Background: an optimization exercise with open tools, aiming at small area. Do not read the settings as production practice.
The RTL was checked by simulation tests, not by an equivalence proof against the original design.
Power is estimated from default activity; no workload was simulated.

// data_shifter
module data_shifter
   (
   mem_clk,
   rst_n,
   mem_mr_xfer_valid,
   mem_mr_error,
   cont_wr_rd_req,
   mem_mr_xfer_wr_rd,
   mem_mr_xfer_btype,
   mem_mr_xfer_addr,
   mem_mr_xfer_len,
   mem_mr_wdata_valid,
   mem_mr_wdata,
   mem_mr_wlast,
   mem_mr_wstrb,
   mr8_bsize,
   xmittr_ack,
   mem_mr_xfer_ack,
   xmit_engn_wdata_ack,
   mem_mr_wdata_ack,
   spl_dpd_entry_valid,
   spl_dpd_exit_valid,
   spl_hs_entry_valid,
   spl_hs_exit_valid,
   spl_glbl_reset_valid,
   mem_spl_xfer_in_prgrs,
   mr_access_reg,
   mr_access,
   dpd_exit_cycle_cnt,
   hs_exit_cycle_cnt,
   mem_base_addr,
   mem_top_addr,
   cmd,
   mr8_btype,
   start_track,  
   wr_rd,        
   first_addr,   
   xfer_btype,
   xfer_mem_len,
   wr_tcem_pg_bndry_expired,
   wr_last_addr,
  mr8_rbx,
  prev_cmd,
  rd_done_reg,
  rd_pg_bndry_expired_sync,
  rd_last_addr,
  rd_cnt_sync,
  min_dqs_cnt_rch,
   rd_done,
   rd_stretch,
   dqs_timeout,
   almost_full_reg,
   pending_xfer,
   rcv_dq_fifo_flush_en,
   rcv_dq_fifo_flush_done,
   spl_instrn_dpd_exit_prgrs,
   spl_instrn_hs_exit_prgrs,
   spl_instrn_glbl_rst_prgrs,
   tcem_expired,
   tcph_expired,
   trc_expired,
   trst_expired,
   txhs_expired,
   txdpd_expired,
   sclk_en,
   ce_n_ip,
   dq_out_ip,
   dm_ip,
   dq_oe_ip,
   dm_oe_ip
   );
parameter AXI_DATA_WIDTH = 32;  
parameter FIFO_ADDR_WIDTH = 4;
localparam DQS_CNT_WIDTH = (AXI_DATA_WIDTH==32) ? 10: ((AXI_DATA_WIDTH==64) ? 11 : 12);
  ...
Size in the first run: roughly 1600 cells after synthesis, ~200 flip-flops, roughly 12000 um2 of cells after synthesis.
Settings: LEC_CHECK=0, CAP_MARGIN=20, CORE_MARGIN=2, CORE_UTILIZATION=55, PLACE_DENSITY=0.7, SLEW_MARGIN=20; clock period 6.0 ns.
standard.sh (not shown) runs the stock make flow with config.mk's settings and CLKGATE_MAP_FILE= SYNTH_SCRIPT=/design/flow/synth_recipe.tcl, a recipe that flattens the netlist after the stock synthesis.
==> flow/flow/run.sh <==
#!/bin/bash
# Layout flow: the standard ORFS flow (standard.sh) with these changes:
#  - synthesis is the standard flow's own script, except that the one technology-mapping
#    call to ABC uses the area-oriented ABC script flow/abc_area.script
#    (registers are not touched by ABC, so they are the standard synthesis's);
#  - port buffers use the smallest buffer cell;
#  - clock tree synthesis inserts no dummy loads.
# Each tool's output goes to a log file in the folder the flow runs in.
set -euo pipefail
W=$PWD
export MY_ABC_SCRIPT=$W/flow/abc_area.script
{
  cat <<'TCL'
proc abc {args} {
  set i [lsearch -exact $args -script]
  if { $i >= 0 } { lset args [expr {$i + 1}] $::env(MY_ABC_SCRIPT) }
  yosys abc {*}$args
}
TCL
  cat $W/synth_recipe.tcl
} > $W/area_synth.tcl
bash standard.sh "SYNTH_SCRIPT=$W/area_synth.tcl" "BUFFER_PORTS_ARGS=-buffer_cell sky130_fd_sc_hd__buf_1" \
  "CTS_ARGS=-sink_clustering_enable -repair_clock_nets -dont_use_dummy_load" \
  finish > orfs_flow.log 2>&1
==> flow/flow/abc_area.script <==
strash
&get -n
&deepsyn -T 300
&put
dch -f
map -D 3500
buffer -c
dnsize -D 3500
topo
stime -c
The baseline completed without violations.
Edit:
==> flow/flow/abc_area.script (replaced) <==
strash
&get -n
&deepsyn -T 180
&put
dch -f
map -D 3500
buffer -c
upsize -D 3500
dnsize -D 3500
topo
stime -c
- CORE_UTILIZATION: 55 -> 62
- PLACE_DENSITY: 0.7 -> 0.75
Worst hold slack improved by 0.0061 ns; combinational power stays flat; sequential cell count is unchanged; routed wire length came out lower by about 4%; setup slack gets better by 0.032 ns; total power stays flat; critical path depth drops by 4; via count rises by about 2%.
Edit:
- CORE_UTILIZATION: 62 -> 55
- PLACE_DENSITY: 0.75 -> 0.7
Setup slack is better by 0.091 ns.
Global-route usage went down by 5.2 points.
Combinational power goes down by about 2%.
Sequential share of layout area is about the same.
Clock power is lower by about 2%.
Final area barely changes.
Synthesized cell count is unchanged.
Routed wire length shrinks by 2.4%.
Edit:
==> flow/flow/abc_area.script (replaced) <==
strash
&get -n
&deepsyn -T 300
&put
dch -f
map -D 3500
buffer -c
upsize -D 3500
dnsize -D 3500
topo
stime -c
After rerunning: Setup slack loses 0.084 ns. Design area hardly moves. Global-route usage grows by 2.4 points. Via count grows by 0.67%.


JK:
data_shifter, a different RTL version from the one above (not shown whole).
Size: about 1800 cells after synthesis, ~200 flip-flops, roughly 15000 sq um of cells after synthesis.
Design data_shifter, start of the top module:
module data_shifter
   (
   mem_clk,
   rst_n,
   mem_mr_xfer_valid,
   mem_mr_error,
   cont_wr_rd_req,
   mem_mr_xfer_wr_rd,
   mem_mr_xfer_btype,
   mem_mr_xfer_addr,
   mem_mr_xfer_len,
   mem_mr_wdata_valid,
   mem_mr_wdata,
   mem_mr_wlast,
   mem_mr_wstrb,
   mr8_bsize,
   xmittr_ack,
   mem_mr_xfer_ack,
   xmit_engn_wdata_ack,
   mem_mr_wdata_ack,
   spl_dpd_entry_valid,
   spl_dpd_exit_valid,
   spl_hs_entry_valid,
   spl_hs_exit_valid,
   spl_glbl_reset_valid,
   mem_spl_xfer_in_prgrs,
   mr_access_reg,
   mr_access,
   dpd_exit_cycle_cnt,
   hs_exit_cycle_cnt,
   mem_base_addr,
   mem_top_addr,
   cmd,
   mr8_btype,
   start_track,  
   wr_rd,        
   first_addr,   
   xfer_btype,
   xfer_mem_len,
   wr_tcem_pg_bndry_expired,
   wr_last_addr,
  mr8_rbx,
  prev_cmd,
  rd_done_reg,
  rd_pg_bndry_expired_sync,
  rd_last_addr,
  rd_cnt_sync,
  min_dqs_cnt_rch,
   rd_done,
   rd_stretch,
   dqs_timeout,
   almost_full_reg,
   pending_xfer,
   rcv_dq_fifo_flush_en,
   rcv_dq_fifo_flush_done,
   spl_instrn_dpd_exit_prgrs,
   spl_instrn_hs_exit_prgrs,
   spl_instrn_glbl_rst_prgrs,
   tcem_expired,
   tcph_expired,
   trc_expired,
   trst_expired,
   txhs_expired,
   txdpd_expired,
   sclk_en,
   ce_n_ip,
   dq_out_ip,
   dm_ip,
   dq_oe_ip,
   dm_oe_ip
   );
==> flow/config.mk <==
export PLATFORM = sky130hd
export DESIGN_NAME = data_shifter
export DESIGN_NICKNAME = data_shifter
export VERILOG_FILES = /design/flow/design.v
export SDC_FILE = /design/flow/constraint.sdc
export NUM_CORES = 4
export LEC_CHECK = 0
export CAP_MARGIN = 20
export CORE_MARGIN = 2
export CORE_UTILIZATION = 55
export PLACE_DENSITY = 0.7
export SLEW_MARGIN = 20
==> flow/constraint.sdc <==
create_clock -name core_clock -period 6.0 [get_ports {mem_clk}]
set_input_delay 1.2000 -clock core_clock [delete_from_list [all_inputs] [get_ports {mem_clk}]]
set_output_delay 1.2000 -clock core_clock [all_outputs]
set_load 0.01 [all_outputs]
==> flow/flow/run.sh <==
#!/bin/bash
# Standard ORFS layout (the standard.sh, unchanged synthesis) with port buffers
# made from the smallest buffer cell instead of the resizer's default choice.
set -euo pipefail
bash standard.sh "BUFFER_PORTS_ARGS=-buffer_cell sky130_fd_sc_hd__buf_1" finish > orfs_flow.log 2>&1
Input changes introduced in MS (baseline for comparison: JK):
==> flow/flow/run.sh <==
#!/bin/bash
# Layout flow: the standard ORFS flow (standard.sh) with these changes:
#  - synthesis is the standard flow's own script, except that the one technology-mapping
#    call to ABC uses the area-oriented ABC script flow/abc_area.script
#    (registers are not touched by ABC, so they are the standard synthesis's);
#  - port buffers use the smallest buffer cell.
# Each tool's output goes to a log file in the folder the flow runs in.
set -euo pipefail
W=$PWD
export MY_ABC_SCRIPT=$W/flow/abc_area.script
{
  cat <<'TCL'
proc abc {args} {
  set i [lsearch -exact $args -script]
  if { $i >= 0 } { lset args [expr {$i + 1}] $::env(MY_ABC_SCRIPT) }
  yosys abc {*}$args
}
TCL
  cat $W/synth_recipe.tcl
} > $W/area_synth.tcl
bash standard.sh "SYNTH_SCRIPT=$W/area_synth.tcl" "BUFFER_PORTS_ARGS=-buffer_cell sky130_fd_sc_hd__buf_1" finish > orfs_flow.log 2>&1
==> flow/flow/abc_area.script (new file) <==
strash
&get -n
&deepsyn -T 60
&st
&syn2
&if -g -K 6
&synch2
&nf
&st
&syn2
&if -g -K 6
&synch2
&nf
&put
buffer -c
upsize -D 3500
dnsize -D 3500
topo
stime -c
--- outcome ---
In the metrics for JK and MS, the one carrying the higher layout net count is JK. MS improves on JK in power. Looking only at utilization, and setting everything else aside, the higher value of JK and MS goes to MS. Critical path startpoint: rd_last_addr[0] -> JK, rd_last_addr[6] -> MS. A cell with the largest stage delay on the worst path of sky130_fd_sc_hd__or3_1 is what JK shows, while sky130_fd_sc_hd__or4b_2 belongs to MS. Relative to JK, first-pass GRT wire length decreased by 8.9% in MS.
Here is what was changed in the inputs of AL compared with MS.
# MS
export LEC_CHECK = 0
export CAP_MARGIN = 20
export CORE_MARGIN = 2
export CORE_UTILIZATION = 55
export PLACE_DENSITY = 0.7
export SLEW_MARGIN = 20
create_clock -name core_clock -period 6.0 [get_ports {mem_clk}]
# AL
export LEC_CHECK = 0
export CAP_MARGIN = 20
export CORE_MARGIN = 2
export CORE_UTILIZATION = 60
export CTS_BUF_LIST = sky130_fd_sc_hd__clkbuf_4 sky130_fd_sc_hd__clkbuf_8
export GPL_TIMING_DRIVEN = 0
export PLACE_DENSITY = 0.75
export SLEW_MARGIN = 20
create_clock -name core_clock -period 6.0 [get_ports {mem_clk}]
-- flow/flow/run.sh --
<<< MS, line 1
#!/bin/bash
# Layout flow: the standard ORFS flow (standard.sh) with these changes:
#  - synthesis is the standard flow's own script, except that the one technology-mapping
>>> AL, line 1
#!/bin/bash
# Layout flow: the standard ORFS flow (standard.sh) with two changes:
#  - synthesis is the standard flow's own script, except that the one technology-mapping
==> flow/flow/abc_area.script <==
strash
&get -n
&deepsyn -T 90
&put
dch -f
amap
buffer -c
upsize -D 4800
dnsize -D 4800
topo
stime -c
==> comparison <==
Dominant combinational cell family by area after synthesis = simple AND/OR/NAND/NOR gates: MS; dominant combinational cell family by area after synthesis = compound AO/OA/AOI/OAI gates: AL. Per the comparison of AL with MS, number of gates resized after CTS increased by 107 relative to the old numbers; minimum setup slack after placement decreased by 2.57 ns relative to the old numbers. Tool error GRT-0232 stopped AL during global routing; no final results. In the tables for AL and MS, height of the chip reads higher with MS.
--- input diff AL..TR ---
# AL
export LEC_CHECK = 0
export CAP_MARGIN = 20
export CORE_MARGIN = 2
export CORE_UTILIZATION = 60
export CTS_BUF_LIST = sky130_fd_sc_hd__clkbuf_4 sky130_fd_sc_hd__clkbuf_8
export GPL_TIMING_DRIVEN = 0
export PLACE_DENSITY = 0.75
export SLEW_MARGIN = 20
create_clock -name core_clock -period 6.0 [get_ports {mem_clk}]
# TR
export LEC_CHECK = 0
export CAP_MARGIN = 20
export CORE_MARGIN = 2
export CORE_UTILIZATION = 55
export PLACE_DENSITY = 0.7
export SLEW_MARGIN = 20
create_clock -name core_clock -period 6.0 [get_ports {mem_clk}]
==> flow/flow/run.sh <==
#!/bin/bash
# Layout flow: the standard ORFS flow (standard.sh) with these changes:
#  - synthesis is the standard flow's own script, except that the one technology-mapping
#    call to ABC uses the area-oriented ABC script flow/abc_area.script
#    (registers are not touched by ABC, so they are the standard synthesis's);
#  - port buffers use the smallest buffer cell;
#  - clock tree synthesis inserts no dummy loads and uses larger sink clusters.
# Each tool's output goes to a log file in the folder the flow runs in.
set -euo pipefail
W=$PWD
export MY_ABC_SCRIPT=$W/flow/abc_area.script
{
  cat <<'TCL'
proc abc {args} {
  set i [lsearch -exact $args -script]
  if { $i >= 0 } { lset args [expr {$i + 1}] $::env(MY_ABC_SCRIPT) }
  yosys abc {*}$args
}
TCL
  cat $W/synth_recipe.tcl
} > $W/area_synth.tcl
bash standard.sh "SYNTH_SCRIPT=$W/area_synth.tcl" "BUFFER_PORTS_ARGS=-buffer_cell sky130_fd_sc_hd__buf_1" \
  "CTS_ARGS=-sink_clustering_enable -repair_clock_nets -dont_use_dummy_load -sink_clustering_size 40 -sink_clustering_max_diameter 100" \
  finish > orfs_flow.log 2>&1
==> flow/flow/abc_area.script <==
strash
&get -n
&deepsyn -T 60
&st
&syn2
&if -g -K 6
&synch2
&nf
&st
&syn2
&if -g -K 6
&synch2
&nf
&put
buffer -c
upsize -D 3500
dnsize -D 3500
topo
stime -c
## What came out
- TR: no failed stages, no open violations at the end
- Delta (TR minus AL): number of distinct library cells after synthesis rose by about 15%, number of synthesized flops with an enable pin stayed essentially flat, last weighted congestion value of the routability-driven placer fell by 5.0%, number of resized instances in the post-cts repair step fell by 107, multiplexer share of the synthesized area rose by 6.3 points.
- Synthesized net count in TR is 1.1% below AL.
- Placed cell count ends up higher on AL.
- Summary — synthesized cell count, TR relative to AL: lower, by 22.
- Compared with AL, TR shows worst setup slack before clock tree synthesis higher by 2.57 ns.
- TR vs AL, largest family of logic cells by synthesized area: simple AND/OR/NAND/NOR gates vs compound AO/OA/AOI/OAI gates
- TR against AL: number of flip-flops and latches in the synthesized netlist shows no meaningful change; arithmetic-cell share of the synthesized area counting full adders, half adders and majority gates shows a reduction of 0.27 points.

## afterwards: timing with drivers on the ports
The flow's constraints put no driver on any port. The routed layouts listed below were extracted and timed again, unchanged, in two steps.
Step 1 (the two cells are an assumption about what drives the block):
set clk [get_ports {mem_clk}]
set_driving_cell -lib_cell sky130_fd_sc_hd__clkbuf_16 $clk
set_driving_cell -lib_cell sky130_fd_sc_hd__buf_2 [delete_from_list [all_inputs] $clk]
Step 2 also shifts input and output timing later by t, the mid clock arrival at the registers, as if the neighbouring blocks saw the same clock.
a / b / c = ideal ports / drivers / drivers and shift; a / b = the first two.
| run | t, ns | setup WS [ns] | worst setup path at the end | worst slew at a driven data input, ns | cell pins on the clock port's net |
|---|---|---|---|---|---|
| the first run of note 1 | 0.480 | 0.323 / 0.348 / -0.132 | input to register | 0.07 | 1 |
| the second run of note 1 | 0.490 | 0.356 / 0.381 / -0.109 | input to register | 0.06 | 1 |
| the third run of note 1 | 0.475 | 0.447 / 0.466 / -0.009 | input to register | 0.05 | 1 |
| the fourth run of note 1 | 0.483 | 0.364 / 0.386 / -0.096 | input to register | 0.08 | 1 |
| JK | 0.508 | 0.616 / 0.606 / 0.099 | input to register | 0.09 | 1 |
| MS | 0.503 | 0.629 / 0.652 / 0.149 | input to register | 0.08 | 1 |
| TR | 0.488 | 0.654 / 0.680 / 0.192 | input to register | 0.08 | 1 |
With both steps, setup timing fails in the first run of note 1, the second run of note 1, the third run of note 1 and the fourth run of note 1, where it was met with ideal ports. The setup slack of JK, which loses most, moves by -0.010 ns with the drivers and by -0.517 ns with both steps.
